Context: an optimization exercise on an open-source flow, tuned for small area. The choices shown serve that exercise and are no tape-out recipe.
Function was checked by simulation only, so behaviour that the tests miss may differ from the original.
Power figures rest on the tool's default switching activity, not on a simulated workload.

== oak ==
==> module ALU, before the edit <==
module ALU(
  input  [3:0]  OP,
  input         CIN,
  input  [15:0] A,
  input  [15:0] B,
  input  [15:0] M,
  output [1:0]  flgOut,
  output [15:0] out,
  output [15:0] P
  );
wire isAdd  = OP==4'd1;
wire isAddc = OP==4'd2;
wire isSub  = OP==4'd3;
wire isSubc = OP==4'd4;
wire sub    = isSub | isSubc;
wire cin    = isAddc ? CIN : isSub ? 1'b1 : isSubc ? ~CIN : 1'b0;
wire [15:0] bx = B ^ {16{sub}};
assign P = A ^ bx;
wire [16:0] sum = {1'b0, A} + {1'b0, bx} + {16'b0, cin};
wire big = |B[15:4];
function [15:0] rev;
  input [15:0] x;
  integer i;
  for (i = 0; i < 16; i = i + 1) rev[i] = x[15 - i];
endfunction
wire right = OP[1];
wire [15:0] shIn = right ? rev(A) : A;
wire [15:0] shl = shIn << B[3:0];
wire [15:0] shr = rev(shl);
wire [3:0] tt = OP == 4'd7 ? 4'b1000 : OP == 4'd8 ? 4'b1110 : OP == 4'd9 ? 4'b0011 : 4'b0110;
reg [15:0] lg;
integer li;
always @(*)
  for (li = 0; li < 16; li = li + 1) lg[li] = tt[{A[li], B[li]}];
wire selSum = OP >= 4'd1 && OP <= 4'd4;
wire selShl = OP == 4'd5 && !big;
wire selShr = OP == 4'd6 && !big;
wire selLg  = OP >= 4'd7 && OP <= 4'd10;
wire selM   = OP == 4'd11;
wire [15:0] r = ({16{selSum}} & sum[15:0]) | ({16{selShl}} & shl) | ({16{selShr}} & shr) |
                ({16{selLg}} & lg) | ({16{selM}} & M);
assign out = r;
wire carry = (isAdd | isAddc) & sum[16];
assign flgOut = {carry, ((r == 16'd0) | OP == 4'd11) & ~carry};
endmodule
clock: 7.0 ns
lec_check: 0
cap_margin: 20
core_margin: 2
core_utilization: 55
slew_margin: 20
standard.sh (not shown) runs the stock make flow with config.mk's settings and CLKGATE_MAP_FILE= SYNTH_SCRIPT=/design/flow/synth_recipe.tcl, a recipe that flattens the netlist after the stock synthesis.
==> flow/flow/run.sh <==
#!/bin/bash
# Layout flow for this design: the standard layout (standard.sh) with
#  - synthesis as standard.sh runs it, except that ABC maps the logic with
#    flow/abc.script (delay-optimal mapping with extra area recovery, without
#    the gate upsizing and buffering of ORFS's speed script; the resizer
#    buffers and sizes after placement). Registers are mapped before ABC
#    runs, so they are the standard synthesis's, with the same names and cells.
#  - buf_1 port buffers,
#  - a clock tree of clkbuf_8 clusters of at most 12 sinks, without dummy loads.
# Each tool's output goes to synth.log and layout.log in this folder; ORFS's
# per-step logs are under orfs/logs.
set -euo pipefail
here=$(pwd)
mkdir -p synth_scripts
for f in "$FLOW_HOME"/scripts/*; do ln -s "$f" synth_scripts/; done
rm synth_scripts/abc_speed.script
cp flow/abc.script synth_scripts/abc_speed.script
SCRIPTS_DIR=$here/synth_scripts bash standard.sh synth > synth.log 2>&1
export BUFFER_PORTS_ARGS="-buffer_cell sky130_fd_sc_hd__buf_1"
export CTS_ARGS="-sink_clustering_enable -repair_clock_nets -dont_use_dummy_load -buf_list sky130_fd_sc_hd__clkbuf_8 -sink_clustering_size 12 -sink_clustering_max_diameter 60"
bash standard.sh > layout.log 2>&1
==> flow/flow/abc.script <==
&get -n
&st
&dch
&nf -F 10 -A 4
&put
topo
### oak -> pine
diff --git a/flow/design.v b/flow/design.v
--- a/flow/design.v
+++ b/flow/design.v
@@ -25,20 +25,24 @@
 endfunction
 wire right = OP[1];
 wire [15:0] shIn = right ? rev(A) : A;
-wire [15:0] shl = shIn << B[3:0];
+wire [15:0] shl = big ? 16'd0 : (shIn << B[3:0]);
 wire [15:0] shr = rev(shl);
 wire [3:0] tt = OP == 4'd7 ? 4'b1000 : OP == 4'd8 ? 4'b1110 : OP == 4'd9 ? 4'b0011 : 4'b0110;
 reg [15:0] lg;
 integer li;
 always @(*)
   for (li = 0; li < 16; li = li + 1) lg[li] = tt[{A[li], B[li]}];
-wire selSum = OP >= 4'd1 && OP <= 4'd4;
-wire selShl = OP == 4'd5 && !big;
-wire selShr = OP == 4'd6 && !big;
-wire selLg  = OP >= 4'd7 && OP <= 4'd10;
-wire selM   = OP == 4'd11;
-wire [15:0] r = ({16{selSum}} & sum[15:0]) | ({16{selShl}} & shl) | ({16{selShr}} & shr) |
-                ({16{selLg}} & lg) | ({16{selM}} & M);
+reg [15:0] r;
+always @(*) begin
+  case (OP)
+    4'd1, 4'd2, 4'd3, 4'd4: r = sum[15:0];
+    4'd5:  r = shl;
+    4'd6:  r = shr;
+    4'd7, 4'd8, 4'd9, 4'd10: r = lg;
+    4'd11: r = M;
+    default: r = 16'd0;
+  endcase
+end
 assign out = r;
 wire carry = (isAdd | isAddc) & sum[16];
 assign flgOut = {carry, ((r == 16'd0) | OP == 4'd11) & ~carry};
[summary]
- On share of power burned in the clock network, pine and oak are neck and neck.
- pine gives less wire length the detailed router placed on met1 than oak did.
- Of the two values seen for most common cell after layout, fill and taps aside, sky130_fd_sc_hd__nand2_1 was produced by pine and sky130_fd_sc_hd__a21oi_1 by oak.
- pine against oak: synthesized cell count has increased, remaining max-slew budget at the tightest pin down 3.4 points, number of nets in the layout up 18, global-route wire length before repair went down by 600 um.
- | synthesis-to-finish area growth | lower: pine |
- End point of the critical path = memOut[15]$_DFFE_PN_: oak; end point of the critical path = stackPointer[31]$_SDFFE_PP0P_: pine
- pine vs oak — overall routed net length dropped 2.2%.

cpu, a different RTL version from the one above (not shown whole).
Size: roughly 380 flip-flops, about 69 I/O pins, roughly 0.022 mm2 of cells after synthesis.
clock: 7.0 ns
lec_check: 0
cap_margin: 20
core_margin: 2
core_utilization: 55
slew_margin: 20
Scripts as last shown in full above: flow/flow/run.sh, flow/flow/abc.script
Then changed:
--- a/flow/design.v
+++ b/flow/design.v
@@ -114,28 +114,27 @@
 wire [15:0] rB = registers[pb];
 wire [15:0] aluOut;
 wire [1:0] aluFlags;
 ALU alu(op3[3:0], flags[1], aS0, bS0, MEMD, aluFlags, aluOut);
 wire greater = aS0 > bS0;
 wire same = aS0 == bS0;
 wire [15:0] lit4 = {1'b0, l3 ? os2[14:0] : os3[14:0]};
 wire fw3 = op3 == 7'd40 || op3 == 7'd63 || alu3;
 wire [15:0] x3 = l3 ? lit4 : alu3 ? aluOut : op3 == 7'd63 ? {8'd0, flags} : stackPointer[15:0];
 wire [15:0] x4 = l4 ? lit4 : intermediateResult;
-wire aHit3 = (l3 && aSel2 == 3'd7) || (fw3 && cSel3 == aSel2);
-wire aHit4 = (l4 && aSel2 == 3'd7) || (alu4 && cSel4 == aSel2);
+wire aHit3 = (l3 && pa == 3'd7) || (fw3 && cSel3 == pa);
+wire aHit4 = (l4 && pa == 3'd7) || (alu4 && cSel4 == pa);
+wire aLsr = st3 && op4 == 7'd41 && cSel4 == pa;
 wire bHit3 = (l3 && bSel2 == 3'd7) || (fw3 && cSel3 == bSel2);
 wire bHit4 = (l4 && bSel2 == 3'd7) || (alu4 && cSel4 == bSel2);
-wire [15:0] aNext = aHit3 ? x3 : aHit4 ? x4 : rA;
+wire [15:0] aNext = aHit3 ? x3 : aHit4 ? x4 : aLsr ? stackPointer[15:0] : rA;
 wire [15:0] bNext = bHit3 ? x3 : bHit4 ? x4 : rB;
-wire sHit4 = (l4 && cSel3 == 3'd7) || (alu4 && cSel4 == cSel3);
-wire [15:0] storeVal = sHit4 ? x4 : (op4 == 7'd41 && cSel4 == cSel3) ? stackPointer[15:0] : rA;
 wire popW = op4 == 7'd43;
 wire weHi = alu4 || l4 || op4 == 7'd40 || op4 == 7'd60 || (popW && popHi);
 wire weLo = alu4 || l4 || op4 == 7'd40 || op4 == 7'd60 || op4 == 7'd63 || (popW && popLo);
 wire [2:0] wSel = l4 ? 3'd7 : cSel4;
 reg [15:0] wData;
 always @(*) begin
   if (alu4 || l4 || popW) wData = x4;
   else if (op4 == 7'd40) wData = stackPointer[15:0];
   else if (op4 == 7'd60) wData = MEMD;
   else wData = {8'd0, flags};
@@ -158,21 +157,21 @@
     if (rst || (weHi && wSel == ri)) registers[ri][15:8] <= rst ? 8'd0 : wData[15:8];
     if (rst || (weLo && wSel == ri)) registers[ri][7:0] <= rst ? 8'd0 : wData[7:0];
   end
 end
 always @(posedge CLK) begin
   aS0 <= aNext;
   bS0 <= bNext;
   intermediateResult <= aluOut;
   if (!halt && op3 != 7'd53) abCombined <= {aS0, bS0};
   if (!halt) begin
-    if (st3) memOut <= storeVal;
+    if (st3) memOut <= aNext;
     else if (op3 == 7'd44) memOut <= pCtr[31:16];
     else if (cl4) memOut <= pCtr[15:0];
     else if (op3 == 7'd62) memOut <= abCombined[31:16];
     else memOut <= aS0;
   end
   if (op3 == 7'd43) begin
     popHi <= !((l4 && cSel3 == 3'd7) || (op4 == 7'd40 && cSel4 == cSel3));
     popLo <= !((l4 && cSel3 == 3'd7) || ((op4 == 7'd40 || op4 == 7'd63) && cSel4 == cSel3));
   end
   ab5 <= os3[8:3];
Sequential power stays flat. Die area goes down by 0.40%. Worst hold slack gets worse by 12 ps. Via count came out higher by 0.46%. Clock-buffer cell count goes up by 1.

[separate check: timing with driven ports]
The results above use ideal ports. As a check the final layouts listed here were re-extracted and re-timed, cells and wires unchanged.
Step 1 (the two cells are an assumption about what drives the block):
set clk [get_ports {CLK}]
set_driving_cell -lib_cell sky130_fd_sc_hd__clkbuf_16 $clk
set_driving_cell -lib_cell sky130_fd_sc_hd__buf_2 [delete_from_list [all_inputs] $clk]
Step 2 also shifts input and output timing later by t, the mid clock arrival at the registers, as if the neighbouring blocks saw the same clock.
Slacks: ideal ports / drivers / drivers and shift; pairs: ideal ports / drivers.
| run | shift t [ns] | slack for setup (ns) | worst hold slack (ns) | clock arrival spread, ns | cell pins on the clock port's net |
|---|---|---|---|---|---|
| oak | 0.652 | 1.182 / 1.182 / 1.182 | 0.396 / 0.396 / 0.396 | 0.081 / 0.081 | 1 |
| pine | 0.674 | 0.621 / 0.621 / 0.621 | 0.381 / 0.381 / 0.381 | 0.074 / 0.074 | 1 |
| the first run of note 2 | 0.649 | 1.676 / 1.676 / 1.676 | 0.374 / 0.374 / 0.374 | 0.110 / 0.110 | 1 |
| the second run of note 2 | 0.665 | 1.011 / 1.011 / 1.011 | 0.363 / 0.363 / 0.363 | 0.075 / 0.075 | 1 |
After both steps setup and hold are still met in every run listed.
